Background: an optimization exercise with open tools, aiming at small area. Do not read the settings as production practice. No functional check of the RTL was part of any run shown here.

==> design/flow/config.mk <==
export PLATFORM = sky130hd
export DESIGN_NAME = cordic_pipeline_top
export DESIGN_NICKNAME = cordic_pipeline_top
export VERILOG_FILES = /design/flow/design.v
export SDC_FILE = /design/flow/constraint.sdc
export NUM_CORES = 4
export LEC_CHECK = 0
export ABC_AREA = 1
export CAP_MARGIN = 20
export CORE_MARGIN = 2
export CORE_UTILIZATION = 40
export SLEW_MARGIN = 20
==> design/flow/constraint.sdc <==
create_clock -name core_clock -period 8.0 [get_ports {clk}]
set_input_delay 1.6000 -clock core_clock [delete_from_list [all_inputs] [get_ports {clk}]]
set_output_delay 1.6000 -clock core_clock [all_outputs]
set_load 0.01 [all_outputs]
==> design/flow/design.v <==
module add16_sk(
    input [15:0] a,
    input [15:0] b,
    input ci,
    output [15:0] s
);
wire [15:0] p = a ^ b;
wire [15:0] g = a & b;
wire G0_0 = g[0] | (p[0] & ci);
wire Gn1 = g[1] | (p[1] & G0_0);
wire Gn2 = g[3] | (p[3] & g[2]);
wire Pn2 = p[3] & p[2];
wire Gn3 = g[5] | (p[5] & g[4]);
wire Pn3 = p[5] & p[4];
wire Gn4 = g[7] | (p[7] & g[6]);
wire Pn4 = p[7] & p[6];
wire Gn5 = g[9] | (p[9] & g[8]);
wire Pn5 = p[9] & p[8];
wire Gn6 = g[11] | (p[11] & g[10]);
wire Pn6 = p[11] & p[10];
wire Gn7 = g[13] | (p[13] & g[12]);
wire Pn7 = p[13] & p[12];
wire Gn8 = g[15] | (p[15] & g[14]);
wire Pn8 = p[15] & p[14];
wire Gn9 = g[2] | (p[2] & Gn1);
wire Gn10 = Gn2 | (Pn2 & Gn1);
wire Gn11 = g[6] | (p[6] & Gn3);
wire Pn11 = p[6] & Pn3;
wire Gn12 = Gn4 | (Pn4 & Gn3);
wire Pn12 = Pn4 & Pn3;
wire Gn13 = g[10] | (p[10] & Gn5);
wire Pn13 = p[10] & Pn5;
wire Gn14 = Gn6 | (Pn6 & Gn5);
wire Pn14 = Pn6 & Pn5;
wire Gn15 = g[14] | (p[14] & Gn7);
wire Pn15 = p[14] & Pn7;
wire Gn16 = Gn8 | (Pn8 & Gn7);
wire Pn16 = Pn8 & Pn7;
wire Gn17 = g[4] | (p[4] & Gn10);
wire Gn18 = Gn3 | (Pn3 & Gn10);
wire Gn19 = Gn11 | (Pn11 & Gn10);
wire Gn20 = Gn12 | (Pn12 & Gn10);
wire Gn21 = g[12] | (p[12] & Gn14);
wire Pn21 = p[12] & Pn14;
wire Gn22 = Gn7 | (Pn7 & Gn14);
wire Pn22 = Pn7 & Pn14;
wire Gn23 = Gn15 | (Pn15 & Gn14);
wire Pn23 = Pn15 & Pn14;
wire Gn24 = Gn16 | (Pn16 & Gn14);
wire Pn24 = Pn16 & Pn14;
wire Gn25 = g[8] | (p[8] & Gn20);
wire Gn26 = Gn5 | (Pn5 & Gn20);
wire Gn27 = Gn13 | (Pn13 & Gn20);
wire Gn28 = Gn14 | (Pn14 & Gn20);
wire Gn29 = Gn21 | (Pn21 & Gn20);
wire Gn30 = Gn22 | (Pn22 & Gn20);
wire Gn31 = Gn23 | (Pn23 & Gn20);
wire Gn32 = Gn24 | (Pn24 & Gn20);
wire [15:0] c;
assign c[0] = ci;
assign c[1] = G0_0;
assign c[2] = Gn1;
assign c[3] = Gn9;
assign c[4] = Gn10;
assign c[5] = Gn17;
assign c[6] = Gn18;
assign c[7] = Gn19;
assign c[8] = Gn20;
assign c[9] = Gn25;
assign c[10] = Gn26;
assign c[11] = Gn27;
assign c[12] = Gn28;
assign c[13] = Gn29;
assign c[14] = Gn30;
assign c[15] = Gn31;
assign s = p ^ c;
endmodule
module cordic_pipeline_top(
    input clk,
    input rst_n,
    input en,
    input mode,
    input [15:0] xi,
    input [15:0] yi,
    input [15:0] zi,
    output [15:0] xo,
    output [15:0] yo,
    output [15:0] zo,
    output valid
);
reg [5:0] valid_r;
always @(posedge clk or negedge rst_n)
    if (!rst_n) valid_r <= 6'b0;
    else valid_r <= {valid_r[4:0], en};
assign valid = valid_r[5];
wire d0 = mode ? yi[15] : ~zi[15];
wire [15:0] x1, y1;
add16_sk ux0(.a(xi), .b(yi ^ {16{d0}}), .ci(d0), .s(x1));
add16_sk uy0(.a(yi), .b(xi ^ {16{~d0}}), .ci(~d0), .s(y1));
wire [15:0] z1;
add16_sk uz0(.a(zi), .b(16'h3244 ^ {16{d0}}), .ci(d0), .s(z1));
reg [15:0] xr0, yr0, zr0;
reg mr0;
always @(posedge clk) begin
    xr0 <= x1;
    yr0 <= y1;
    zr0 <= z1;
    mr0 <= mode;
end
wire d1 = mr0 ? yr0[15] : ~zr0[15];
wire [15:0] x2, y2;
add16_sk ux1(.a(xr0), .b({{1{yr0[15]}}, yr0[15:1]} ^ {16{d1}}), .ci(d1), .s(x2));
add16_sk uy1(.a(yr0), .b({{1{xr0[15]}}, xr0[15:1]} ^ {16{~d1}}), .ci(~d1), .s(y2));
wire [15:0] z2;
add16_sk uz1(.a(zr0), .b(16'h1DAC ^ {16{d1}}), .ci(d1), .s(z2));
wire d2 = mr0 ? y2[15] : ~z2[15];
wire [15:0] x3, y3;
add16_sk ux2(.a(x2), .b({{2{y2[15]}}, y2[15:2]} ^ {16{d2}}), .ci(d2), .s(x3));
add16_sk uy2(.a(y2), .b({{2{x2[15]}}, x2[15:2]} ^ {16{~d2}}), .ci(~d2), .s(y3));
wire [15:0] z3;
add16_sk uz2(.a(z2), .b(16'h0FAE ^ {16{d2}}), .ci(d2), .s(z3));
reg [15:0] xr1, yr1, zr1;
reg mr1;
always @(posedge clk) begin
    xr1 <= x3;
    yr1 <= y3;
    zr1 <= z3;
    mr1 <= mr0;
end
wire d3 = mr1 ? yr1[15] : ~zr1[15];
wire [15:0] x4, y4;
add16_sk ux3(.a(xr1), .b({{3{yr1[15]}}, yr1[15:3]} ^ {16{d3}}), .ci(d3), .s(x4));
add16_sk uy3(.a(yr1), .b({{3{xr1[15]}}, xr1[15:3]} ^ {16{~d3}}), .ci(~d3), .s(y4));
wire [15:0] z4;
add16_sk uz3(.a(zr1), .b(16'h07F5 ^ {16{d3}}), .ci(d3), .s(z4));
wire d4 = mr1 ? y4[15] : ~z4[15];
wire [15:0] x5, y5;
add16_sk ux4(.a(x4), .b({{4{y4[15]}}, y4[15:4]} ^ {16{d4}}), .ci(d4), .s(x5));
add16_sk uy4(.a(y4), .b({{4{x4[15]}}, x4[15:4]} ^ {16{~d4}}), .ci(~d4), .s(y5));
wire [15:0] z5;
add16_sk uz4(.a(z4), .b(16'h03FF ^ {16{d4}}), .ci(d4), .s(z5));
reg [15:0] xr2, yr2, zr2;
reg mr2;
always @(posedge clk) begin
    xr2 <= x5;
    yr2 <= y5;
    zr2 <= z5;
    mr2 <= mr1;
end
wire zin5 = (zr2[15:9] == {7{1'b0}}) | (zr2[15:9] == {7{1'b1}});   
wire d5 = mr2 ? yr2[15] : ~zr2[15];
wire [15:0] x6, y6;
add16_sk ux5(.a(xr2), .b({{5{yr2[15]}}, yr2[15:5]} ^ {16{d5}}), .ci(d5), .s(x6));
add16_sk uy5(.a(yr2), .b({{5{xr2[15]}}, xr2[15:5]} ^ {16{~d5}}), .ci(~d5), .s(y6));
wire d6 = mr2 ? y6[15] : (zin5 ? zr2[9] : ~zr2[15]);
wire [15:0] x7, y7;
add16_sk ux6(.a(x6), .b({{6{y6[15]}}, y6[15:6]} ^ {16{d6}}), .ci(d6), .s(x7));
add16_sk uy6(.a(y6), .b({{6{x6[15]}}, x6[15:6]} ^ {16{~d6}}), .ci(~d6), .s(y7));
wire d7 = mr2 ? y7[15] : (zin5 ? zr2[8] : ~zr2[15]);
wire [15:0] x8, y8;
add16_sk ux7(.a(x7), .b({{7{y7[15]}}, y7[15:7]} ^ {16{d7}}), .ci(d7), .s(x8));
add16_sk uy7(.a(y7), .b({{7{x7[15]}}, x7[15:7]} ^ {16{~d7}}), .ci(~d7), .s(y8));
wire [15:0] zk3 = 16'd896 - ({13'b0, {d5, d6, d7}} << 8);
wire [15:0] zs3;
add16_sk uzs3(.a(zr2), .b(zk3), .ci(1'b0), .s(zs3));
reg [15:0] xr3, yr3, zr3;
reg mr3;
always @(posedge clk) begin
    xr3 <= x8;
    yr3 <= y8;
    zr3 <= zs3;
    mr3 <= mr2;
end
wire zin8 = (zr3[15:6] == {10{1'b0}}) | (zr3[15:6] == {10{1'b1}});   
wire d8 = mr3 ? yr3[15] : ~zr3[15];
wire [15:0] x9, y9;
add16_sk ux8(.a(xr3), .b({{8{yr3[15]}}, yr3[15:8]} ^ {16{d8}}), .ci(d8), .s(x9));
add16_sk uy8(.a(yr3), .b({{8{xr3[15]}}, xr3[15:8]} ^ {16{~d8}}), .ci(~d8), .s(y9));
wire d9 = mr3 ? y9[15] : (zin8 ? zr3[6] : ~zr3[15]);
wire [15:0] x10, y10;
add16_sk ux9(.a(x9), .b({{9{y9[15]}}, y9[15:9]} ^ {16{d9}}), .ci(d9), .s(x10));
add16_sk uy9(.a(y9), .b({{9{x9[15]}}, x9[15:9]} ^ {16{~d9}}), .ci(~d9), .s(y10));
wire d10 = mr3 ? y10[15] : (zin8 ? zr3[5] : ~zr3[15]);
wire [15:0] x11, y11;
add16_sk ux10(.a(x10), .b({{10{y10[15]}}, y10[15:10]} ^ {16{d10}}), .ci(d10), .s(x11));
add16_sk uy10(.a(y10), .b({{10{x10[15]}}, x10[15:10]} ^ {16{~d10}}), .ci(~d10), .s(y11));
wire [15:0] zk4 = 16'd112 - ({13'b0, {d8, d9, d10}} << 5);
wire [15:0] zs4;
add16_sk uzs4(.a(zr3), .b(zk4), .ci(1'b0), .s(zs4));
reg [15:0] xr4, yr4, zr4;
reg mr4;
always @(posedge clk) begin
    xr4 <= x11;
    yr4 <= y11;
    zr4 <= zs4;
    mr4 <= mr3;
end
wire zin11 = (zr4[15:3] == {13{1'b0}}) | (zr4[15:3] == {13{1'b1}});   
wire d11 = mr4 ? yr4[15] : ~zr4[15];
wire [15:0] x12, y12;
add16_sk ux11(.a(xr4), .b({{11{yr4[15]}}, yr4[15:11]} ^ {16{d11}}), .ci(d11), .s(x12));
add16_sk uy11(.a(yr4), .b({{11{xr4[15]}}, xr4[15:11]} ^ {16{~d11}}), .ci(~d11), .s(y12));
wire d12 = mr4 ? y12[15] : (zin11 ? zr4[3] : ~zr4[15]);
wire [15:0] x13, y13;
add16_sk ux12(.a(x12), .b({{12{y12[15]}}, y12[15:12]} ^ {16{d12}}), .ci(d12), .s(x13));
add16_sk uy12(.a(y12), .b({{12{x12[15]}}, x12[15:12]} ^ {16{~d12}}), .ci(~d12), .s(y13));
wire d13 = mr4 ? y13[15] : (zin11 ? zr4[2] : ~zr4[15]);
wire [15:0] x14, y14;
add16_sk ux13(.a(x13), .b({{13{y13[15]}}, y13[15:13]} ^ {16{d13}}), .ci(d13), .s(x14));
add16_sk uy13(.a(y13), .b({{13{x13[15]}}, x13[15:13]} ^ {16{~d13}}), .ci(~d13), .s(y14));
wire [15:0] zk5 = 16'd14 - ({13'b0, {d11, d12, d13}} << 2);
wire [15:0] zs5;
add16_sk uzs5(.a(zr4), .b(zk5), .ci(1'b0), .s(zs5));
reg [15:0] xr5, yr5, zr5;
reg mr5;
always @(posedge clk) begin
    xr5 <= x14;
    yr5 <= y14;
    zr5 <= zs5;
    mr5 <= mr4;
end
wire zin14 = (zr5[15:0] == {16{1'b0}}) | (zr5[15:0] == {16{1'b1}});   
wire d14 = mr5 ? yr5[15] : ~zr5[15];
wire [15:0] x15, y15;
add16_sk ux14(.a(xr5), .b({{14{yr5[15]}}, yr5[15:14]} ^ {16{d14}}), .ci(d14), .s(x15));
add16_sk uy14(.a(yr5), .b({{14{xr5[15]}}, xr5[15:14]} ^ {16{~d14}}), .ci(~d14), .s(y15));
wire [15:0] zk6 = 16'd1 - ({15'b0, d14} << 1);
wire [15:0] zs6;
add16_sk uzs6(.a(zr5), .b(zk6), .ci(1'b0), .s(zs6));
assign xo = x15;
assign yo = y15;
assign zo = zs6;
endmodule
==> design/flow/run.sh <==
#!/bin/bash
# synth_recipe.tcl (not shown) runs the flow's synth.tcl, then flattens the netlist and writes it again
# the make line also repeats each setting of config.mk as NAME=value (left out here)
make -C /OpenROAD-flow-scripts/flow DESIGN_CONFIG=/design/flow/config.mk WORK_HOME=/design/flow/orfs CLKGATE_MAP_FILE= SYNTH_SCRIPT=/design/flow/synth_recipe.tcl finish
==> results.py, run 1 <==
metrics = {
    "synthesis": {
        "synthesis.area_mm2": 0.0309,
        "async_flop_share_pct": 2.01,
        "ys_types": 54,
        "synth_edf_count": 0,
        "synthFlopType": "dfxtp_1",
        "yosysTopAreaCellShare_pct": 19.0,
        "avgSynthCellArea_um2": 7.76,
        "synth_cells": 3983,
        "synth_top_cell_by_area": "dfxtp_1",
        "ys_ff_latch": 299,
        "synth_nets": 4628,
        "synth_area_leaders": "dfxtp_1, ha_1, xor2_1",
        "yosysSeqAreaShare_pct": 19.5,
        "yosys_warnings": 1,
    },
    "sta": {
        "tns_ns": 0,
        "period_needed_ns": 7.21,
        "slew_violations": 0,
        "hold_violations": 0,
        "fin_crit_sh_pct": 90.1,
        "worst_slew_pin_slew_ns": 1.09,
        "setup-violations-final": 0,
        "layout_setup_ws_ns": 0.794,
        "fin_skew_ns": 0.0297,
        "relSlewSlack_pct": 26.5,
        "grt_setup_unrepaired": "false",
        "fmax_mhz": 139,
    },
    "detailed_routing": {
        "ant_nets": 0,
        "firstDrtPassIters": 5,
        "viasPerCell": 4.66,
        "routedWlPerCell_um": 12.7,
        "num_vias": 24136,
        "route.detailed.drc": 0,
        "dr.first_iter.drc_count": 913,
        "drt-total-wl_mm": 66.0,
    },
    "flow_run": {
        "drv_cap": 0,
    },
    "clock_network": {
        "cts_hold_buf": 0,
        "tritoncts": "done",
        "cts-root-buf": "clkbuf_16",
        "cts_max_path_buffers": 3,
        "path_clk_slew_ns": 0.06,
        "tritoncts.num_buffers": 38,
        "h-tree-depth": 2,
        "cts_sinks": 299,
        "clock_latency_ns": 0.57,
    },
    "die": {
        "row_count": 101,
        "die_w_um": 282,
        "initial_core_util_pct": 40.6,
        "die-height_um": 282,
        "io_pins": 101,
        "fp.coreArea_mm2": 0.0762,
        "die_area_mm2": 0.0796,
    },
    "placed_design": {
        "pre_cts_ws_ns": 0.438,
        "place_area_mm2": 0.0333,
        "dpl.hpwl_mm": 56.8,
        "gp_congestion": 0.884,
        "place_inst": 5114,
        "io_buffer_count": 100,
    },
    "final_layout": {
        "finish.instance_area_mm2": 0.0347,
        "nNetsFinal": 4769,
        "drive_gt1_share_pct": 5.23,
        "n_antenna_cell": 0,
        "final_common_cell": "nand2_1",
        "fill_cells": 7685,
        "multi_input_area_mm2": 0.0222,
        "area_growth_pct": 12.1,
        "fin_cells": 5181,
        "register_area_mm2": 0.00602,
        "final_cell_mix": "nand2_1, inv_1, ha_1, xor2_1, dfxtp_1",
    },
    "grt": {
        "grt_max_degree": 33,
        "track_usage_pct": 17.0,
        "grt_pass1_vias": 23481,
        "overflow": 0,
        "grt_pass1_wl_mm": 111,
        "antenna_found_initial": 0,
    },
    "critical_path": {
        "slowest_delay_ns": 0.46,
        "reg2reg_depth": 48,
        "path_delay_family": "simple AND/OR/NAND/NOR gates",
        "critical_path.max_fanout": 27,
        "r2r-start": "yr2[15]",
        "critical_path_class": "flop to flop",
        "cp.depth": 48,
        "cp_common_cell": "nand2_1",
        "rrSetupSlack_ns": 0.79,
        "worstSetupEndpointType": "flop",
        "slowest_stage": "fa_1",
        "worst-path-buf-inv": 6,
        "r2r-end": "xr3[15]",
        "timing.critical_path.from": "yr2[15]",
        "worstPathArrival_ns": 7.69,
        "cp-start-kind": "flop",
        "crit_required_ns": 8.48,
        "critPathCapture": "xr3[15]",
    },
    "outcome": {
        "status": "timing/DRC/antenna clean",
    },
    "hold_path": {
        "hp-class": "flop to flop",
    },
}
[worst min-delay path by stage]
stage                start  endpoint  slack [ns]  cells past startpoint
global route        zr3[1]    zr4[1]        0.33                      0
floorplan           zr2[0]    zr3[0]        0.31                      0
detailed placement  zr3[1]    zr4[1]        0.31                      0
global placement    zr3[1]    zr4[1]        0.31                      0
CTS                 zr3[1]    zr4[1]        0.33                      0
finish              zr2[6]    zr3[6]        0.32                      0
[metal layers]
layer	up-vias	track usage [%]	share of wire [%]
met5	-	0	0
met4	0	5.07	2.9
met3	93	2.00	2.7
met2	260	31.2	49
met1	10845	20.6	45
li1	12938	-	-
[cells by family after synthesis]
group,synth area share [%]
AOI/OAI and AO/OA,9.21
xor gates and xnor gates,17.5
adders and majority gates,27.2
buffers and inverters,8.84
DFF,19.5
muxes,0.202
and+or+nand+nor,17.5
[repair_timing]
item,in CTS,in global routing
endpoints found under the setup margin,0,3
hold endpoints to repair,0,0
resized for setup,0,9
setup buffers,0,0
[synth_stat cells (7+ instances only)]
library cell  count
or2_2            25
nand2_2          38
clkbuf_1          8
nor3_1           20
nand2_1         766
o21ai_1          10
a21oi_1         235
nand3b_1         10
fa_1            134
nand3_2          10
a31o_2           10
buf_2             7
dfxtp_1         293
o21ai_0          93
nor2_1          152
a211oi_1          9
o21bai_1         32
inv_1           673
nor2_2            7
inv_2            12
nand4_1          23
ha_1            459
xor2_1          405
xnor2_1         213
a21o_1           59
nand3_1         201
[area by class of cell]
cell class              instances  area share (%)
inverters                     688            7.46
multi-input cells            2969            64.1
flip-flops and latches        299            17.4
clock inverters                18           0.732
repair buffers                128            3.49
clock buffers                  49            3.15
well taps                    1030            3.72
[per-stage QoR]
step                      util [%]  hold WS, ns
final                         45.5        0.325
after global routing          45.5        0.328
after global placement        43.7        0.311
after CTS                     45.5        0.326
after floorplan                  -        0.310
after detailed placement      43.7        0.313
==> run 2: changes to the inputs <==
--- a/design/flow/config.mk
+++ b/design/flow/config.mk
@@ -9,4 +9,5 @@
 export CAP_MARGIN = 20
 export CORE_MARGIN = 2
 export CORE_UTILIZATION = 40
+export CTS_BUF_LIST = sky130_fd_sc_hd__clkbuf_2 sky130_fd_sc_hd__clkbuf_4
 export SLEW_MARGIN = 20
==> results.py, run 2 <==
metrics = {
    "final_layout": {
        "drive_gt1_share_pct": 6.66,
        "final_cell_mix": "nand2_1, inv_1, ha_1, xor2_1, dfxtp_1",
        "area_growth_pct": 11.2,
        "fin_util_pct": 45.1,
        "nNetsFinal": 4813,
        "fill_cells": 7784,
        "finish.instance_area_mm2": 0.0344,
        "final_common_cell": "nand2_1",
    },
    "detailed_routing": {
        "dr.first_iter.drc_count": 916,
        "firstDrtPassIters": 6,
        "drt-total-wl_mm": 66.4,
        "num_vias": 24426,
        "routedWlPerCell_um": 12.6,
        "route.detailed.drc": 0,
        "ant_nets": 0,
        "viasPerCell": 4.63,
    },
    "synthesis": {
        "yosys_warnings": 1,
        "synthesis.area_mm2": 0.0309,
        "ys_ff_latch": 299,
        "synth_edf_count": 0,
        "synthFlopType": "dfxtp_1",
        "yosysTopAreaCellShare_pct": 19.0,
        "yosysSeqAreaShare_pct": 19.5,
        "synth_nets": 4628,
        "synth_area_leaders": "dfxtp_1, ha_1, xor2_1",
        "avgSynthCellArea_um2": 7.76,
        "synth_cells": 3983,
        "synth_top_cell_by_area": "dfxtp_1",
        "async_flop_share_pct": 2.01,
        "yosys.cell_count.top_type": "nand2_1",
        "ys_types": 54,
        "synth_commonest_cells": "nand2_1, inv_1, ha_1, xor2_1, dfxtp_1",
    },
    "clock_network": {
        "tritoncts": "done",
        "cts_sinks": 299,
        "h-tree-depth": 3,
        "clock_latency_ns": 0.85,
        "path_clk_slew_ns": 0.07,
        "postCtsSetupBuffers": 0,
        "cts_hold_buf": 0,
        "tritoncts.num_buffers": 82,
        "cts_max_path_buffers": 3,
        "cts-root-buf": "clkbuf_4",
    },
    "sta": {
        "hold_violations": 0,
        "period_needed_ns": 7.20,
        "layout_setup_ws_ns": 0.804,
        "slew_violations": 0,
        "fmax_mhz": 139,
        "setup-violations-final": 0,
        "fin_crit_sh_pct": 89.9,
        "fin_skew_ns": 0.0897,
        "relSlewSlack_pct": 26.6,
        "worst_slew_pin_slew_ns": 1.09,
        "tns_ns": 0,
        "grt_setup_unrepaired": "false",
    },
    "critical_path": {
        "slowest_delay_ns": 0.46,
        "slowest_stage": "fa_1",
        "r2r-start": "yr2[15]",
        "critical_path_class": "flop to flop",
        "cp_common_cell": "nand2_1",
        "worstSetupEndpointType": "flop",
        "timing.critical_path.from": "yr2[15]",
        "cp-start-kind": "flop",
        "critical_path.max_fanout": 27,
        "crit_required_ns": 8.71,
        "worstPathArrival_ns": 7.90,
    },
    "grt": {
        "antenna_found_initial": 2,
        "grt_max_degree": 33,
        "grt_pass1_vias": 23871,
        "track_usage_pct": 17.1,
        "grt_pass1_wl_mm": 112,
        "overflow": 0,
    },
    "die": {
        "io_pins": 101,
        "row_count": 101,
        "initial_core_util_pct": 40.6,
        "die_area_mm2": 0.0796,
        "die-height_um": 282,
        "die_w_um": 282,
        "fp.coreArea_mm2": 0.0762,
    },
    "placed_design": {
        "place_area_mm2": 0.0333,
        "gp_congestion": 0.884,
        "io_buffer_count": 100,
        "dpl.hpwl_mm": 56.8,
        "pre_cts_ws_ns": 0.438,
    },
    "flow_run": {
        "drv_cap": 0,
    },
    "outcome": {
        "status": "timing/DRC/antenna clean",
    },
    "hold_path": {
        "hp-class": "flop to flop",
        "worstHoldStart": "zr2[0]",
    },
}
## run 2: through the flow
step,instances,hold WS [ns]
6_report,5271,0.313
5_1_grt,5267,0.324
4_1_cts,5265,0.315
3_5_place_dp,5114,0.313
3_3_place_gp,5114,0.311
2_1_floorplan,3983,0.310
## run 2: area by class of cell
cell class	count	area, µm²	share of cell area, %
Multi-Input combinational cell	2969	22200	64.7
Sequential cell	299	6020	17.5
Tap cell	1030	1290	3.75
Antenna cell	6	15.0	0.0437
Clock inverter	42	215	0.626
Clock buffer	109	818	2.38
Timing Repair Buffer	128	1210	3.52
Inverter	688	2590	7.52
## run 2: worst max-delay path: cells and delay by family, from the launching register on
| kind | cells | cell delay (ns) |
|---|---|---|
| adders and majority gates | 4 | 1.61 |
| DFF | 1 | 0.39 |
| and+or+nand+nor | 25 | 2.27 |
| buffers and inverters | 6 | 0.65 |
| xor gates and xnor gates | 4 | 0.87 |
| AOI/OAI and AO/OA | 9 | 1.33 |
## run 2: logic make-up after synthesis
| family | count (synthesis) | share of synthesized area, % |
|---|---|---|
| XOR/XNOR | 618 | 17.5 |
| flip-flops | 299 | 19.5 |
| buffers and inverters | 715 | 8.84 |
| AND/OR/NAND/NOR | 1264 | 17.5 |
| multiplexers | 6 | 0.202 |
| AO/OA/AOI/OAI | 488 | 9.21 |
| adder cells (fa/ha/maj) | 593 | 27.2 |
## run 2: worst paths after layout
check / to / slack [ns] / cells past startpoint
setup / recovery: xr3[15] / 0.80 / 48
hold / removal: zr3[0] / 0.31 / 0
setup reg to reg: xr3[15] / 0.80 / 48
hold reg to reg: zr3[0] / 0.31 / 0
max in group asynchronous: valid_r[3] / 6.78 / 1
min in group asynchronous: valid_r[0] / 1.01 / 1
## run 2: what timing repair did
action	in CTS	in global routing
setup endpoints to repair	0	3
hold endpoints to repair	0	0
resized for setup	0	9
## run 2: layer usage
layer	vias up	global-route usage, %	share of wire, %
met5	-	0	0
met4	0	5.85	3.0
met3	112	2.58	2.8
met2	282	31.1	49
met1	10961	20.5	45
li1	13071	-	-
==> run 3: changes to the inputs <==
--- a/design/flow/config.mk
+++ b/design/flow/config.mk
@@ -9,5 +9,5 @@
 export CAP_MARGIN = 20
 export CORE_MARGIN = 2
 export CORE_UTILIZATION = 40
-export CTS_BUF_LIST = sky130_fd_sc_hd__clkbuf_2 sky130_fd_sc_hd__clkbuf_4
+export CTS_BUF_LIST = sky130_fd_sc_hd__clkbuf_4 sky130_fd_sc_hd__clkbuf_8
 export SLEW_MARGIN = 20
==> results.py, run 3 <==
metrics = {
    "detailed_routing": {
        "dr.first_iter.drc_count": 905,
        "routedWlPerCell_um": 12.7,
        "route.detailed.drc": 0,
        "firstDrtPassIters": 5,
        "num_vias": 24190,
        "drt-total-wl_mm": 66.3,
        "ant_nets": 0,
        "viasPerCell": 4.64,
    },
    "sta": {
        "fin_crit_sh_pct": 90.1,
        "slew_violations": 0,
        "hold_violations": 0,
        "tns_ns": 0,
        "worst_hold_slack_ns": 0.325,
        "worst_slew_pin_slew_ns": 1.09,
        "relSlewSlack_pct": 26.8,
        "fmax_mhz": 139,
        "grt_setup_unrepaired": "false",
        "setup-violations-final": 0,
        "fin_skew_ns": 0.0477,
        "period_needed_ns": 7.21,
    },
    "die": {
        "initial_core_util_pct": 40.6,
        "io_pins": 101,
        "die-height_um": 282,
        "fp.coreArea_mm2": 0.0762,
        "die_w_um": 282,
        "row_count": 101,
        "die_area_mm2": 0.0796,
    },
    "hold_path": {
        "worstHoldStart": "zr2[1]",
        "hp-class": "flop to flop",
    },
    "synthesis": {
        "yosysTopAreaCellShare_pct": 19.0,
        "ys_types": 54,
        "synth_nets": 4628,
        "yosys.cell_count.top_type": "nand2_1",
        "yosysSeqAreaShare_pct": 19.5,
        "synth_area_leaders": "dfxtp_1, ha_1, xor2_1",
        "synthFlopType": "dfxtp_1",
        "synth_cells": 3983,
        "avgSynthCellArea_um2": 7.76,
        "synth_top_cell_by_area": "dfxtp_1",
        "yosys_warnings": 1,
        "async_flop_share_pct": 2.01,
        "ys_ff_latch": 299,
        "synthesis.area_mm2": 0.0309,
        "synth_commonest_cells": "nand2_1, inv_1, ha_1, xor2_1, dfxtp_1",
        "synth_edf_count": 0,
    },
    "placed_design": {
        "io_buffer_count": 100,
        "gp_congestion": 0.884,
        "dpl.hpwl_mm": 56.8,
    },
    "outcome": {
        "status": "timing/DRC/antenna clean",
    },
    "grt": {
        "antenna_found_initial": 0,
        "overflow": 0,
        "grt_pass1_wl_mm": 111,
        "track_usage_pct": 17.0,
        "grt_pass1_vias": 23512,
        "grt_max_degree": 33,
    },
    "critical_path": {
        "cp_common_cell": "nand2_1",
        "critical_path.max_fanout": 27,
        "crit_required_ns": 8.57,
        "worstSetupEndpointType": "flop",
        "critical_path_class": "flop to flop",
        "worst-path-buf-inv": 6,
        "r2r-start": "yr2[15]",
        "path_delay_family": "simple AND/OR/NAND/NOR gates",
        "slowest_delay_ns": 0.46,
        "timing.critical_path.from": "yr2[15]",
        "slowest_stage": "fa_1",
        "worstPathArrival_ns": 7.78,
        "cp-start-kind": "flop",
    },
    "clock_network": {
        "cts_sinks": 299,
        "clock_latency_ns": 0.67,
        "cts_hold_buf": 0,
        "tritoncts": "done",
        "h-tree-depth": 2,
        "tritoncts.num_buffers": 53,
        "cts-root-buf": "clkbuf_8",
        "cts_max_path_buffers": 3,
        "path_clk_slew_ns": 0.06,
    },
    "final_layout": {
        "area_growth_pct": 11.9,
        "fill_cells": 7703,
        "final_common_cell": "nand2_1",
        "n_antenna_cell": 0,
        "final_cell_mix": "nand2_1, inv_1, ha_1, xor2_1, dfxtp_1",
        "drive_gt1_share_pct": 5.98,
        "nNetsFinal": 4784,
    },
    "flow_run": {
        "drv_cap": 0,
    },
}
## run 3: cell families after synthesis
logic type	share of synthesized area [%]
AOI/OAI and AO/OA	9.21
xor gates and xnor gates	17.5
adders and majority gates	27.2
buffers and inverters	8.84
DFF	19.5
muxes	0.202
and+or+nand+nor	17.5
## run 3: timing repair
item / 4_1_cts / 5_1_grt
resized for setup: 0 / 9
buffers inserted: 0 / 0
setup endpoints to repair: 0 / 3
## run 3: final timing paths
check	endpoint	slack, ns	cells after the start
setup reg to reg	xr3[15]	0.79	48
max in group asynchronous	valid_r[2]	6.62	1
hold reg to reg	zr3[1]	0.32	0
min in group asynchronous	valid_r[5]	1.17	1
hold / removal	zr3[1]	0.32	0
setup / recovery	xr3[15]	0.79	48
## run 3: final cells by class
type | count | area (µm²) | area share (%)
well taps | 1030 | 1290 | 3.72
repair buffers | 128 | 1210 | 3.50
flip-flops and latches | 299 | 6020 | 17.4
clock buffers | 77 | 1020 | 2.94
inverters | 688 | 2590 | 7.47
multi-input cells | 2969 | 22200 | 64.2
clock inverters | 21 | 264 | 0.763
## run 3: layer usage
layer / vias to the layer above / share of wire (%) / GRT usage (%)
met4: 0 / 3.0 / 5.55
met1: 10858 / 45 / 20.5
met3: 100 / 2.8 / 2.11
met2: 272 / 49 / 31.0
li1: 12960 / - / -
met5: - / 0 / 0
## run 3: metrics by stage
| step | setup WS [ns] | area (µm²) | std cells | utilization [%] |
|---|---|---|---|---|
| 2_1_floorplan | 0.379 | 30900 | 3983 | - |
| 3_3_place_gp | 0.606 | 33300 | 5114 | 43.7 |
| 3_5_place_dp | 0.438 | 33300 | 5114 | 43.7 |
| 4_1_cts | 0.399 | 34600 | 5212 | 45.4 |
| 5_1_grt | 0.00881 | 34600 | 5212 | 45.4 |
| 6_report | 0.792 | 34600 | 5212 | 45.4 |
==> run 4: changes to the inputs <==
--- a/design/flow/config.mk
+++ b/design/flow/config.mk
@@ -9,5 +9,7 @@
 export CAP_MARGIN = 20
 export CORE_MARGIN = 2
 export CORE_UTILIZATION = 40
-export CTS_BUF_LIST = sky130_fd_sc_hd__clkbuf_4 sky130_fd_sc_hd__clkbuf_8
+export CTS_BUF_LIST = sky130_fd_sc_hd__clkbuf_8 sky130_fd_sc_hd__clkbuf_16
+export CTS_CLUSTER_DIAMETER = 100
+export CTS_CLUSTER_SIZE = 30
 export SLEW_MARGIN = 20
==> results.py, run 4 <==
metrics = {
    "placed_design": {
        "place_inst": 5114,
        "pre_cts_ws_ns": 0.438,
        "dpl.hpwl_mm": 56.8,
        "place_area_mm2": 0.0333,
        "io_buffer_count": 100,
        "gp_congestion": 0.884,
    },
    "critical_path": {
        "critical_path.max_fanout": 14,
        "slowest_stage": "fa_1",
        "cp_common_cell": "nand2_1",
        "slowest_delay_ns": 0.53,
        "worstPathArrival_ns": 7.70,
        "cp-start-kind": "flop",
        "timing.critical_path.from": "mr2",
        "critical_path_class": "flop to flop",
        "crit_required_ns": 8.48,
        "r2r-start": "mr2",
        "worstSetupEndpointType": "flop",
    },
    "grt": {
        "grt_max_degree": 33,
        "track_usage_pct": 16.7,
        "overflow": 0,
        "grt_pass1_wl_mm": 110,
        "antenna_found_initial": 0,
        "grt_pass1_vias": 23142,
    },
    "synthesis": {
        "yosys.cell_count.top_type": "nand2_1",
        "synth_area_leaders": "dfxtp_1, ha_1, xor2_1",
        "yosysSeqAreaShare_pct": 19.5,
        "ys_ff_latch": 299,
        "synthFlopType": "dfxtp_1",
        "synth_top_cell_by_area": "dfxtp_1",
        "synth_nets": 4628,
        "async_flop_share_pct": 2.01,
        "synth_edf_count": 0,
        "ys_types": 54,
        "yosysTopAreaCellShare_pct": 19.0,
        "synthesis.area_mm2": 0.0309,
        "avgSynthCellArea_um2": 7.76,
        "synth_commonest_cells": "nand2_1, inv_1, ha_1, xor2_1, dfxtp_1",
        "synth_cells": 3983,
        "yosys_warnings": 1,
    },
    "outcome": {
        "status": "timing/DRC/antenna clean",
    },
    "clock_network": {
        "cts_sinks": 299,
        "path_clk_slew_ns": 0.11,
        "tritoncts": "done",
        "cts_hold_buf": 0,
        "h-tree-depth": 1,
        "tritoncts.num_buffers": 17,
        "clock_latency_ns": 0.56,
        "cts_max_path_buffers": 3,
        "cts-root-buf": "clkbuf_16",
    },
    "final_layout": {
        "n_antenna_cell": 0,
        "area_growth_pct": 9.86,
        "drive_gt1_share_pct": 4.57,
        "fin_util_pct": 44.6,
        "final_cell_mix": "nand2_1, inv_1, ha_1, xor2_1, dfxtp_1",
        "finish.instance_area_mm2": 0.0340,
        "nNetsFinal": 4750,
        "final_common_cell": "nand2_1",
        "fin_cells": 5144,
    },
    "hold_path": {
        "worstHoldStart": "zr3[1]",
        "hp-class": "flop to flop",
    },
    "sta": {
        "fmax_mhz": 139,
        "slew_violations": 0,
        "worst_slew_pin_slew_ns": 1.10,
        "setup-violations-final": 0,
        "period_needed_ns": 7.22,
        "grt_setup_unrepaired": "false",
        "hold_violations": 0,
        "relSlewSlack_pct": 25.7,
        "tns_ns": 0,
        "fin_crit_sh_pct": 90.2,
        "fin_skew_ns": 0.0466,
        "layout_setup_ws_ns": 0.783,
    },
    "detailed_routing": {
        "routedWlPerCell_um": 12.7,
        "route.detailed.drc": 0,
        "firstDrtPassIters": 5,
        "ant_nets": 0,
        "dr.first_iter.drc_count": 884,
        "drt-total-wl_mm": 65.5,
        "num_vias": 23984,
        "viasPerCell": 4.66,
    },
    "die": {
        "row_count": 101,
        "initial_core_util_pct": 40.6,
        "die-height_um": 282,
        "die_area_mm2": 0.0796,
        "io_pins": 101,
        "die_w_um": 282,
        "fp.coreArea_mm2": 0.0762,
    },
    "flow_run": {
        "drv_cap": 0,
    },
}
==> run 4: logic make-up after synthesis <==
group / after synthesis / share of synthesized area (%)
simple gates: 1264 / 17.5
mux: 6 / 0.202
flops: 299 / 19.5
compound gates: 488 / 9.21
xor+xnor: 618 / 17.5
buf+inv: 715 / 8.84
fa+ha+maj: 593 / 27.2
==> run 4: final cells by class <==
cell class / count / area (µm²)
clock buffer: 18 / 439
clock inverter: 10 / 153
inverter: 688 / 2590
timing repair buffer: 129 / 1220
multi-input combinational: 2970 / 22300
fill: 7751 / 42200
tap: 1030 / 1290
sequential: 299 / 6020
==> run 4: timing repair <==
| action | 4_1_cts | 5_1_grt |
|---|---|---|
| buffers inserted | 0 | 1 |
| gates resized for setup | 0 | 16 |
| setup endpoints to repair | 0 | 6 |
==> run 4: per-layer routing <==
layer	vias to the layer above	wire length, µm	global-route usage [%]
li1	12868	-	-
met1	10797	30000	20.6
met2	246	32500	31.0
met3	73	1300	1.41
met4	0	1750	4.15
met5	-	0	0
==> run 4: path summary, 6_finish.rpt <==
kind	slack, ns	depth (start not counted)	end
worst max-delay path	0.78	47	xr3[15]
worst min-delay path	0.34	0	zr4[1]
worst max register to register	0.78	47	xr3[15]
worst min register to register	0.34	0	zr4[1]
max in group asynchronous	6.52	1	valid_r[2]
min in group asynchronous	1.27	1	valid_r[1]
==> run 4: worst max-delay path, delay by kind of cell (launching register included) <==
kind,cells,cell delay (ns)
flops,1,0.43
fa+ha+maj,4,1.87
simple gates,25,2.24
buf+inv,6,0.70
xor+xnor,3,0.54
compound gates,9,1.35
==> run 4: stage by stage <==
step / hold slack [ns]
final: 0.338
after global routing: 0.343
after CTS: 0.340
after detailed placement: 0.313
after global placement: 0.311
after floorplan: 0.310
==> run 5: changes to the inputs <==
--- a/design/flow/config.mk
+++ b/design/flow/config.mk
@@ -8,7 +8,7 @@
 export ABC_AREA = 1
 export CAP_MARGIN = 20
 export CORE_MARGIN = 2
-export CORE_UTILIZATION = 40
+export CORE_UTILIZATION = 55
 export CTS_BUF_LIST = sky130_fd_sc_hd__clkbuf_8 sky130_fd_sc_hd__clkbuf_16
 export CTS_CLUSTER_DIAMETER = 100
 export CTS_CLUSTER_SIZE = 30
==> results.py, run 5 <==
metrics = {
    "outcome": {
        "status": "timing/DRC/antenna clean",
    },
    "critical_path": {
        "slowest_stage": "fa_1",
        "cp_common_cell": "nand2_1",
        "path_delay_family": "simple AND/OR/NAND/NOR gates",
        "worst-path-buf-inv": 6,
        "crit_required_ns": 8.47,
        "critical_path_class": "flop to flop",
        "r2r-start": "mr2",
        "cp-start-kind": "flop",
        "timing.critical_path.from": "mr2",
        "slowest_delay_ns": 0.47,
        "worstSetupEndpointType": "flop",
        "worstPathArrival_ns": 7.75,
        "critical_path.max_fanout": 18,
    },
    "die": {
        "initial_core_util_pct": 55.9,
        "die_area_mm2": 0.0581,
        "fp.coreArea_mm2": 0.0553,
        "die_w_um": 241,
        "io_pins": 101,
        "die-height_um": 241,
        "row_count": 86,
    },
    "synthesis": {
        "yosys_warnings": 1,
        "synth_commonest_cells": "nand2_1, inv_1, ha_1, xor2_1, dfxtp_1",
        "async_flop_share_pct": 2.01,
        "yosysSeqAreaShare_pct": 19.5,
        "avgSynthCellArea_um2": 7.76,
        "ys_types": 54,
        "synth_top_cell_by_area": "dfxtp_1",
        "synthesis.area_mm2": 0.0309,
        "yosysTopAreaCellShare_pct": 19.0,
        "synth_cells": 3983,
        "yosys.cell_count.top_type": "nand2_1",
        "synth_nets": 4628,
        "ys_ff_latch": 299,
        "synth_area_leaders": "dfxtp_1, ha_1, xor2_1",
        "synth_edf_count": 0,
        "synthFlopType": "dfxtp_1",
    },
    "grt": {
        "track_usage_pct": 23.3,
        "grt_pass1_wl_mm": 110,
        "grt_max_degree": 33,
        "grtUsageMet1_pct": 29.9,
        "overflow": 0,
        "use_met2_pct": 42.6,
        "grt_pass1_vias": 22733,
        "met3_usage_pct": 2.12,
        "antenna_found_initial": 0,
        "top_usage_layer": "met2",
    },
    "detailed_routing": {
        "viasPerCell": 4.93,
        "dr.first_iter.drc_count": 908,
        "route.detailed.drc": 0,
        "num_vias": 23954,
        "firstDrtPassIters": 5,
        "drt-total-wl_mm": 66.2,
        "ant_nets": 0,
        "routedWlPerCell_um": 13.6,
    },
    "final_layout": {
        "area_growth_pct": 8.50,
        "fill_cells": 5306,
        "finish.instance_area_mm2": 0.0336,
        "n_antenna_cell": 0,
        "final_common_cell": "nand2_1",
        "nNetsFinal": 4750,
        "drive_gt1_share_pct": 4.40,
        "final_cell_mix": "nand2_1, inv_1, ha_1, xor2_1, dfxtp_1",
    },
    "placed_design": {
        "io_buffer_count": 100,
        "dpl.hpwl_mm": 57.4,
        "gp_congestion": 0.886,
        "place_area_mm2": 0.0330,
    },
    "sta": {
        "slew_violations": 0,
        "hold_violations": 0,
        "fin_crit_sh_pct": 91.0,
        "grt_setup_unrepaired": "false",
        "worst_slew_pin_slew_ns": 0.758,
        "fmax_mhz": 137,
        "relSlewSlack_pct": 49.1,
        "period_needed_ns": 7.28,
        "fin_skew_ns": 0.0464,
        "setup-violations-final": 0,
        "tns_ns": 0,
    },
    "hold_path": {
        "hp-class": "flop to flop",
        "worstHoldStart": "zr2[2]",
    },
    "clock_network": {
        "tritoncts": "done",
        "tritoncts.num_buffers": 16,
        "cts_resized": 0,
        "cts_hold_buf": 0,
        "cts_max_path_buffers": 3,
        "postCtsSetupBuffers": 0,
        "path_clk_slew_ns": 0.11,
        "clock_latency_ns": 0.56,
        "cts_sinks": 299,
        "h-tree-depth": 1,
        "cts-root-buf": "clkbuf_16",
    },
    "flow_run": {
        "drv_cap": 0,
    },
}
run 5: cell counts after synthesis:
Identical to the previous run, type by type.
run 5: final timing paths:
path | cells after the start | slack [ns] | endpoint
setup reg to reg | 48 | 0.72 | xr3[15]
hold reg to reg | 0 | 0.34 | zr3[2]
hold / removal | 0 | 0.34 | zr3[2]
max in group asynchronous | 1 | 6.53 | valid_r[3]
setup / recovery | 48 | 0.72 | xr3[15]
min in group asynchronous | 1 | 1.25 | valid_r[1]
run 5: cell families (layout without fill, tap and decap cells):
family,after synthesis,in the layout,synth area share [%]
compound gates,488,488,9.21
simple gates,1264,1264,17.5
flops,299,299,19.5
xor+xnor,618,618,17.5
mux,6,6,0.202
fa+ha+maj,593,593,27.2
buf+inv,715,846,8.84
run 5: cell type report:
type | count | area, µm² | area share, %
Sequential cell | 299 | 6020 | 17.9
Clock inverter | 8 | 97.6 | 0.291
Tap cell | 748 | 936 | 2.79
Multi-Input combinational cell | 2969 | 22200 | 66.2
Clock buffer | 19 | 453 | 1.35
Inverter | 688 | 2590 | 7.71
Timing Repair Buffer | 131 | 1240 | 3.69
run 5: metal layers:
metal,vias up,part of all wire [%]
met3,61,2.5
met5,-,0
met2,223,49
li1,12876,-
met4,0,2.1
met1,10794,46
run 5: metrics by stage:
stage               std cells  hold slack (ns)  util, %  worst slack, ns
finish                   4862            0.335     60.7            0.719
global route             4862            0.342     60.7           0.0167
detailed placement       4835            0.312     59.6            0.313
CTS                      4862            0.336     60.6            0.270
global placement         4835            0.310     59.6            0.520
floorplan                3983            0.310        -            0.379
run 5: worst register-to-register path, delay by kind of cell, from the launching register on:
kind	cells	cell delay [ns]
flip-flops	1	0.46
AND/OR/NAND/NOR	25	2.23
XOR/XNOR	3	0.63
buffers and inverters	6	0.64
AO/OA/AOI/OAI	10	1.59
adder cells (fa/ha/maj)	4	1.61
==> run 6: changes to the inputs <==
==> design/flow/flow/run.sh (new file) <==
#!/bin/bash
# The standard layout, except that the port buffers use the smallest buffer cell.
set -euo pipefail
export BUFFER_PORTS_ARGS="-buffer_cell sky130_fd_sc_hd__buf_1"
bash standard.sh > standard_flow.log 2>&1
==> design/flow/standard.sh (new file) <==
#!/bin/bash
# synth_recipe.tcl (not shown) runs the flow's synth.tcl, then flattens the netlist and writes it again
# the make line also repeats each setting of config.mk as NAME=value (left out here)
make -C /OpenROAD-flow-scripts/flow DESIGN_CONFIG=/design/flow/config.mk WORK_HOME=/design/flow/orfs CLKGATE_MAP_FILE= SYNTH_SCRIPT=/design/flow/synth_recipe.tcl "${@:-finish}"
--- a/design/flow/config.mk
+++ b/design/flow/config.mk
@@ -8,7 +8,7 @@
 export ABC_AREA = 1
 export CAP_MARGIN = 20
 export CORE_MARGIN = 2
-export CORE_UTILIZATION = 55
+export CORE_UTILIZATION = 40
 export CTS_BUF_LIST = sky130_fd_sc_hd__clkbuf_8 sky130_fd_sc_hd__clkbuf_16
 export CTS_CLUSTER_DIAMETER = 100
 export CTS_CLUSTER_SIZE = 30
removed: design/flow/run.sh
==> results.py, run 6 <==
metrics = {
    "outcome": {
        "status": "timing/DRC/antenna clean",
    },
    "clock_network": {
        "cts_max_path_buffers": 3,
        "h-tree-depth": 1,
        "cts_sinks": 299,
        "tritoncts": "done",
        "path_clk_slew_ns": 0.10,
        "cts_hold_buf": 0,
        "clock_latency_ns": 0.54,
        "tritoncts.num_buffers": 17,
        "postCtsSetupBuffers": 0,
        "cts_resized": 0,
        "cts-root-buf": "clkbuf_16",
    },
    "critical_path": {
        "critical_path.max_fanout": 14,
        "worstSetupEndpointType": "flop",
        "slowest_stage": "fa_1",
        "crit_required_ns": 8.42,
        "cp-start-kind": "flop",
        "worstPathArrival_ns": 7.84,
        "slowest_delay_ns": 0.47,
        "critical_path_class": "flop to flop",
        "cp_common_cell": "nand2_1",
    },
    "final_layout": {
        "fill_cells": 7782,
        "area_growth_pct": 7.82,
        "register_area_mm2": 0.00602,
        "nNetsFinal": 4749,
        "n_antenna_cell": 0,
        "fin_cells": 5144,
        "final_common_cell": "nand2_1",
        "multi_input_area_mm2": 0.0222,
        "drive_gt1_share_pct": 4.45,
        "final_cell_mix": "nand2_1, inv_1, ha_1, xor2_1, dfxtp_1",
    },
    "die": {
        "fp.coreArea_mm2": 0.0762,
        "row_count": 101,
        "initial_core_util_pct": 40.6,
        "die-height_um": 282,
        "die_w_um": 282,
        "io_pins": 101,
        "die_area_mm2": 0.0796,
    },
    "placed_design": {
        "pre_cts_ws_ns": 0.308,
        "place_inst": 5114,
        "io_buffer_count": 100,
        "dpl.hpwl_mm": 56.7,
        "gp_congestion": 0.866,
    },
    "grt": {
        "use_met2_pct": 31.9,
        "top_usage_layer": "met2",
        "overflow": 0,
        "grt_pass1_vias": 23561,
        "grtUsageMet1_pct": 20.0,
        "met3_usage_pct": 1.55,
        "track_usage_pct": 16.6,
        "antenna_found_initial": 0,
        "grt_pass1_wl_mm": 110,
        "grt_max_degree": 42,
    },
    "synthesis": {
        "yosys_warnings": 1,
        "synth_top_cell_by_area": "dfxtp_1",
        "ys_ff_latch": 299,
        "synth_area_leaders": "dfxtp_1, ha_1, xor2_1",
        "synth_nets": 4628,
        "yosysTopAreaCellShare_pct": 19.0,
        "synth_commonest_cells": "nand2_1, inv_1, ha_1, xor2_1, dfxtp_1",
        "avgSynthCellArea_um2": 7.76,
        "synthFlopType": "dfxtp_1",
        "synthesis.area_mm2": 0.0309,
        "yosysSeqAreaShare_pct": 19.5,
        "ys_types": 54,
        "yosys.cell_count.top_type": "nand2_1",
        "synth_edf_count": 0,
        "synth_cells": 3983,
        "async_flop_share_pct": 2.01,
    },
    "sta": {
        "relSlewSlack_pct": 51.1,
        "layout_setup_ws_ns": 0.583,
        "setup-violations-final": 0,
        "fin_crit_sh_pct": 92.7,
        "slew_violations": 0,
        "fmax_mhz": 135,
        "period_needed_ns": 7.42,
        "fin_skew_ns": 0.0293,
        "worst_slew_pin_slew_ns": 0.729,
        "tns_ns": 0,
        "hold_violations": 0,
    },
    "detailed_routing": {
        "num_vias": 23785,
        "ant_nets": 0,
        "dr.first_iter.drc_count": 767,
        "viasPerCell": 4.62,
        "route.detailed.drc": 0,
        "firstDrtPassIters": 5,
        "routedWlPerCell_um": 12.6,
        "drt-total-wl_mm": 64.8,
    },
    "hold_path": {
        "hp-class": "flop to flop",
    },
    "flow_run": {
        "drv_cap": 0,
    },
}
==> run 6: area by class of cell <==
type	instances	area share [%]
sequential	299	18.0
tap	1030	3.86
multi-input combinational	2970	66.7
clock inverter	12	0.567
clock buffer	17	1.28
timing repair buffer	128	1.76
inverter	688	7.77
==> run 6: worst paths after layout <==
check	startpoint	to	slack, ns	depth (start not counted)
min in group asynchronous	rst_n	valid_r[5]	0.91	1
setup reg to reg	mr2	xr3[15]	0.58	42
setup / recovery	mr2	xr3[15]	0.58	42
max in group asynchronous	rst_n	valid_r[4]	6.86	1
hold / removal	zr3[0]	zr4[0]	0.34	0
hold reg to reg	zr3[0]	zr4[0]	0.34	0
==> run 6: cells by family (layout without fill, tap and decap cells) <==
group	Yosys count	count (layout)	share of synthesized area, %
adder cells (fa/ha/maj)	593	593	27.2
AO/OA/AOI/OAI	488	488	9.21
AND/OR/NAND/NOR	1264	1265	17.5
buffers and inverters	715	845	8.84
flip-flops	299	299	19.5
XOR/XNOR	618	618	17.5
multiplexers	6	6	0.202
==> run 6: per-stage QoR <==
stage	util [%]	hold WS (ns)	instance area, µm²
2_1_floorplan	-	0.310	30900
3_3_place_gp	42.9	0.311	32700
3_5_place_dp	42.9	0.315	32700
4_1_cts	43.7	0.338	33300
5_1_grt	43.8	0.348	33300
6_report	43.8	0.336	33300
==> run 6: routing by layer <==
metal  share of wire [%]  up-vias  wire (µm)
met4                 1.9        0       1240
met1                  46    10668      29600
li1                    -    12868          -
met2                  50      187      32700
met3                 2.0       62       1310
met5                   0        -          0
==> run 6: critical path, delay by kind of cell (launching register included) <==
family          cells  cell delay, ns
simple gates       19            1.95
compound gates     11            1.80
flops               1            0.44
buf+inv             3            0.41
fa+ha+maj           4            1.59
xor+xnor            5            1.09

-- static timing again, ports no longer ideal --
No port has a modelled driver above. Below, the same layouts with a new extraction and two added sets of constraints. Step 1 assumes that a clkbuf_16 drives the clock port and a buf_2 every other input. Step 2 also shifts input and output timing later by t, the mid clock arrival at the registers, as if the neighbouring blocks saw the same clock. Three values: no drivers, after step 1, after step 2; two values: the first two.
run	shift t [ns]	setup slack, ns	clock arrival spread, ns	pins driven straight from the clock port
run 1	0.615	0.794 / 0.794 / 0.794	0.030 / 0.030	1
run 2	0.863	0.804 / 0.804 / 0.804	0.090 / 0.090	1
run 3	0.704	0.792 / 0.792 / 0.792	0.048 / 0.048	1
run 4	0.600	0.783 / 0.783 / 0.783	0.047 / 0.046	1
run 5	0.601	0.719 / 0.719 / 0.719	0.047 / 0.047	1
run 6	0.593	0.583 / 0.583 / 0.583	0.034 / 0.034	1
After both steps every run listed still meets setup and hold.
